Background: an optimization exercise with open tools, aiming at small area, a short achievable clock period and few clock cycles. Do not read the settings as production practice. Function was checked by simulation only, so behaviour that the tests miss may differ from the original. The flow treats the clock pin as an ideal source. Dropping or thinning the clock tree relies on that and would not hold on a real chip. No activity file was given, so power comes from the tool's default toggle rates.

## ELA
module ELA(clk, rst, in_data, data_rd, req, wen, addr, data_wr, done);
	input				clk;
	input				rst;
	input		[7:0]	in_data;
	input		[7:0]	data_rd;
	output				req;
	output	reg			wen;
	output	reg	[9:0]	addr;
	output	reg	[7:0]	data_wr;
	output	reg			done;
	reg			main, vld, nreq;
	assign req = ~nreq;
	reg			s0, s1, s2;
	reg	[4:0]	k;
	reg	[3:0]	j;
	reg	[7:0]	xr, v, yr, p, q;
	reg	[8:0]	dreg, bd;
	reg	[7:0]	sreg, bs;
	wire [8:0] sum = xr + yr;
	wire [8:0] e = {1'b0, xr} + {1'b0, ~yr};
	wire [7:0] m = e[8] ? e[7:0] : ~e[7:0];
	wire [10:0] cmp = {2'b00, dreg[7:0], 1'b1} + {~bd[8], ~bd, dreg[8]};
	wire lt = cmp[10];
	wire [8:0] dm1 = dreg[8] ? {1'b0, dreg[7:0]} : {1'b0, dreg[7:0]} - 9'd1;
	wire edge_col = (k == 5'd1) || (k == 5'd2);
	wire upd = s1 | (lt & ~edge_col & (s2 | s0));
	wire [4:0] k1 = k + 5'd1;
	always @(posedge clk) begin
		dreg <= {e[8], m};
		sreg <= sum[8:1];
		if (upd) begin
			bd <= dm1;
			bs <= sreg;
		end
		if (s0) begin
			xr <= v;
			v <= xr;
		end else if (s1)
			xr <= data_rd;
		if (s0)
			yr <= data_wr;
		else if (s1)
			yr <= q;
		else
			yr <= p;
		if (s1) begin
			p <= yr;
			q <= p;
		end
  ...
Size in the first run: about 410 cells after synthesis, roughly 39 I/O pins, ~4900 µm² of cells after synthesis.
export LEC_CHECK = 0
export CAP_MARGIN = 20
export CORE_MARGIN = 2
export CORE_UTILIZATION = 40
export SETUP_SLACK_MARGIN = 3.3
export SLEW_MARGIN = 20
create_clock -name core_clock -period 5.0 [get_ports {clk}]
standard.sh (not shown) runs the stock make flow with config.mk's settings and CLKGATE_MAP_FILE= SYNTH_SCRIPT=/design/flow/synth_recipe.tcl, a recipe that flattens the netlist after the stock synthesis.
==> flow/flow/run.sh <==
#!/bin/bash
# Own layout flow: the standard ORFS flow, except that the clock tree is
# built by flow/cts.tcl (a copy of ORFS's cts.tcl whose TritonCTS call is
# replaced by one level of clock buffers, see manual_clock_tree there).
# Every tool's output goes to a log in this folder.
set -euo pipefail
W=$(pwd)
rm -rf "$W/scripts"
cp -r "$FLOW_HOME/scripts" "$W/scripts"
cp "$W/flow/cts.tcl" "$W/scripts/cts.tcl"
export SCRIPTS_DIR="$W/scripts"
export CLKTREE_NBUF=${CLKTREE_NBUF:-4}
export CLKTREE_BUF=${CLKTREE_BUF:-sky130_fd_sc_hd__clkbuf_16}
[ -f "$W/flow/env.sh" ] && source "$W/flow/env.sh"
bash standard.sh synth > "$W/flow_synth.log" 2>&1
bash standard.sh floorplan > "$W/flow_floorplan.log" 2>&1
bash standard.sh place > "$W/flow_place.log" 2>&1
bash standard.sh cts > "$W/flow_cts.log" 2>&1
bash standard.sh finish > "$W/flow_finish.log" 2>&1
test -s "$W/out/final.def"
Other scripts of this flow, unchanged in this note and not shown: flow/flow/cts.tcl
The starting point ran to the end with no violations.
Testbench counts at the start, summed over its fixed seeds: cycles 47,392.
Edit:
- SETUP_SLACK_MARGIN: 3.3 -> 3.5
Outcome:
- The changed run passed the timing, design-rule and antenna checks
- first-iteration DRC count shrinks by 4.8%
- critical path depth shrinks by 1
- sequential share of layout area shrinks by 1.9 points
- cell area grows by about 4.3%
- global-route usage grows by 1.5 points
- total power shrinks by about 1.4%
- worst hold slack improved by 0.017 ns
- routed wire length grows by 11%
- utilization grows by 2.1 points
- setup slack got worse by 0.088 ns
Edit:
==> flow/flow/env.sh (new file) <==
export BUFFER_PORTS_ARGS="-buffer_cell sky130_fd_sc_hd__buf_1"
- SETUP_SLACK_MARGIN: 3.5 -> 3.3
=> Final cell count falls by about 1.6%; maximum frequency rises by about 2.8%; via count falls by 3.0%; worst setup slack gets better by 0.056 ns; sequential share of layout area rises by 2.5 points.
No run of this note takes its clock network from TritonCTS; it comes from the design's own scripts or RTL.

========
The RTL this note starts from:
==> flow/design.v <==
`timescale 1ns/10ps
module ELA(clk, rst, in_data, data_rd, req, wen, addr, data_wr, done);
	input				clk;
	input				rst;
	input		[7:0]	in_data;
	input		[7:0]	data_rd;
	output				req;
	output	reg			wen;
	output	reg	[9:0]	addr;
	output	reg	[7:0]	data_wr;
	output	reg			done;
	reg			nreq;
	assign req = ~nreq;
	reg			s0, s1, s2;
	wire		main = s0 | s1 | s2;
	reg	[4:0]	k;
	reg	[3:0]	j;
	reg	[7:0]	xr, v, yr, p, q;
	reg	[7:0]	dreg, bd;
	reg	[7:0]	sreg, bs;
	wire [7:0] yn = ~yr;
	wire [7:0] sp = xr ^ yr;	 
	wire [7:0] ep = xr ^ yn;	 
	reg [7:0] sg, sq, eg, eq;	 
	integer l, i, t;
	always @(*) begin
		sg = xr & yr;
		sq = sp;
		eg = xr & yn;
		eq = ep;
		for (l = 0; l < 3; l = l + 1)
			for (i = 0; i < 8; i = i + 1)
				if ((i >> l) & 1) begin
					t = ((i >> (l + 1)) << (l + 1)) + (1 << l) - 1;
					sg[i] = sg[i] | (sq[i] & sg[t]);
					sq[i] = sq[i] & sq[t];
					eg[i] = eg[i] | (eq[i] & eg[t]);
					eq[i] = eq[i] & eq[t];
				end
	end
	wire [8:0] sum = {sg[7], sp ^ {sg[6:0], 1'b0}};
	wire [7:0] e0 = ep ^ {eg[6:0], 1'b0};
	wire [7:0] e1 = ep ^ {eg[6:0] | eq[6:0], 1'b1};
	wire [7:0] dm = eg[7] ? e0 : ~e1;
	wire bzero = &bd;
	wire lt = ~bzero & ((&dreg) | (dreg < bd));
	reg cen;
	wire upd = s1 | (lt & cen);
	wire [4:0] k1 = k + 5'd1;
	always @(posedge clk) begin
		dreg <= dm;
		sreg <= sum[8:1];
		if (upd) begin
			bd <= dreg;
			bs <= sreg;
		end
		if (s0) begin
			xr <= v;
			v <= xr;
		end else if (s1)
			xr <= data_rd;
		if (s0)
			yr <= data_wr;
		else if (s1)
			yr <= q;
		else
			yr <= p;
		if (s1) begin
			p <= yr;
			q <= p;
		end
		cen <= s1 ? (k[4:1] != 4'd0) : s2 ? (k != 5'd1 && k != 5'd2) : 1'b0;
		data_wr <= s1 ? bs : in_data;
		addr[4:0] <= s1 ? k - 5'd2 : k;
		addr[5] <= s1;
		if (!main)
			addr[9:6] <= 4'd0;
		else if (s2)
			addr[9:6] <= j + 4'd1;
		else if (s1 && k[4:1] == 4'd0)
			addr[9:6] <= j - 4'd1;
		else
			addr[9:6] <= j;
	end
	always @(posedge clk or posedge rst) begin
		if (rst) begin
			s0 <= 1'b0;
			s1 <= 1'b0;
			s2 <= 1'b0;
			k <= 5'd31;
			j <= 4'd0;
			nreq <= 1'b0;
			wen <= 1'b0;
			done <= 1'b0;
		end else if (done) begin
			nreq <= 1'b1;
			wen <= 1'b0;
		end else if (!main) begin
			k <= k1;
			wen <= 1'b1;
			if (wen && k == 5'd31) begin
				s2 <= 1'b1;
				nreq <= 1'b1;
			end
		end else begin
			s0 <= s2;
			s1 <= s0;
			s2 <= s1;
			nreq <= ~s0;
			if (s1) begin
				k <= k1;
				if (k == 5'd31) j <= j + 4'd1;
			end
			if (s2) begin
				wen <= (j != 4'd15);
				if (j == 4'd15 && k == 5'd2) begin
					done <= 1'b1;
					s0 <= 1'b0;
					wen <= 1'b0;
				end
			end else
				wen <= s1;
		end
	end
endmodule
clock: 5.0 ns
lec_check: 0
cap_margin: 20
core_margin: 2
core_utilization: 45
setup_slack_margin: 3.0
slew_margin: 20
==> flow/flow/run.sh <==
#!/bin/bash
# Own layout flow: the standard ORFS flow (standard.sh), except that
# - the clock tree is built by flow/cts.tcl, a copy of ORFS's cts.tcl whose
#   TritonCTS call is replaced by one level of clock buffers fed by the clock
#   port (manual_clock_tree there);
# - flow/env.sh may set MAKEVARS, extra ORFS variables for the steps after
#   synthesis. Synthesis is the standard one, unchanged.
# Every tool's output goes to a log in this folder.
set -euo pipefail
W=$(pwd)
rm -rf "$W/scripts"
cp -r "$FLOW_HOME/scripts" "$W/scripts"
cp "$W/flow/cts.tcl" "$W/scripts/cts.tcl"
export SCRIPTS_DIR="$W/scripts"
export CLKTREE_NBUF=4
export CLKTREE_BUF=sky130_fd_sc_hd__clkbuf_16
MAKEVARS=()
if [ -f "$W/flow/env.sh" ]; then source "$W/flow/env.sh"; fi
bash standard.sh synth > "$W/flow_synth.log" 2>&1
for step in floorplan place cts finish; do
  bash standard.sh "${MAKEVARS[@]}" $step > "$W/flow_$step.log" 2>&1
done
test -s "$W/out/final.def"
Other scripts of this flow, unchanged in this note and not shown: flow/flow/cts.tcl, flow/flow/env.sh
Testbench counts at the start, summed over its fixed seeds: cycles 47,392.
Next try:
CORE_UTILIZATION = 40   (was 45)
PLACE_DENSITY = 0.8   (was not set)
SETUP_SLACK_MARGIN = 2.95   (was 3.0)
Effect: Critical path depth is unchanged. Worst setup slack loses 0.0080 ns. Combinational power falls by about 3%. Final area falls by 1.3%. Utilization falls by 6.0 points. Maximum frequency falls by 0.39%. Power stays flat.
Next try:
PLACE_DENSITY = not set   (was 0.8)
Die area is unchanged; core utilization went up by 0.37 points; power barely changes; hold slack is about the same; register-to-register slack gains 0.06 ns; clock skew stays flat; via count went up slightly; routed wire length went up slightly.
Next try:
PLACE_DENSITY = 0.7   (was not set)
SETUP_SLACK_MARGIN = 2.9   (was 2.95)
Outcome:
- final cell count goes down slightly
- synthesized area stays the same
- power goes down slightly
- final area goes down slightly
- register-to-register slack loses 0.06 ns
- sequential power barely changes
- core utilization goes down by 0.81 points
- die area stays the same
No run of this note takes its clock network from TritonCTS; it comes from the design's own scripts or RTL.

-- what the ideal ports hide --
In the flow no input, the clock included, has a driving cell. The finished layouts below were timed again as built, in two steps. Step 1 assumes that a clkbuf_16 drives the clock port and a buf_2 every other input. Step 2 also shifts input and output timing later by t, the mid clock arrival at the registers, as if the neighbouring blocks saw the same clock. Three values: no drivers, after step 1, after step 2; two values: the first two.
run	t (ns)	setup slack, ns	worst setup path at the end	worst register clock-pin slew, ns	worst data-port slew with drivers (ns)
the first run of note 1	0.242	3.047 / 3.047 / 3.047	register to register	0.12 / 0.12	0.03
the second run of note 1	0.240	2.959 / 2.959 / 2.959	register to register	0.10 / 0.10	0.03
the third run of note 1	0.244	3.015 / 3.015 / 3.015	register to register	0.12 / 0.12	0.03
the first run of note 2	0.235	2.949 / 2.949 / 2.949	register to register	0.10 / 0.10	0.04
the second run of note 2	0.234	2.941 / 2.941 / 2.941	register to register	0.10 / 0.10	0.04
the third run of note 2	0.232	3.005 / 3.005 / 3.005	register to register	0.10 / 0.10	0.04
the fourth run of note 2	0.242	2.941 / 2.941 / 2.941	register to register	0.10 / 0.10	0.04
After both steps every run listed still meets setup and hold.
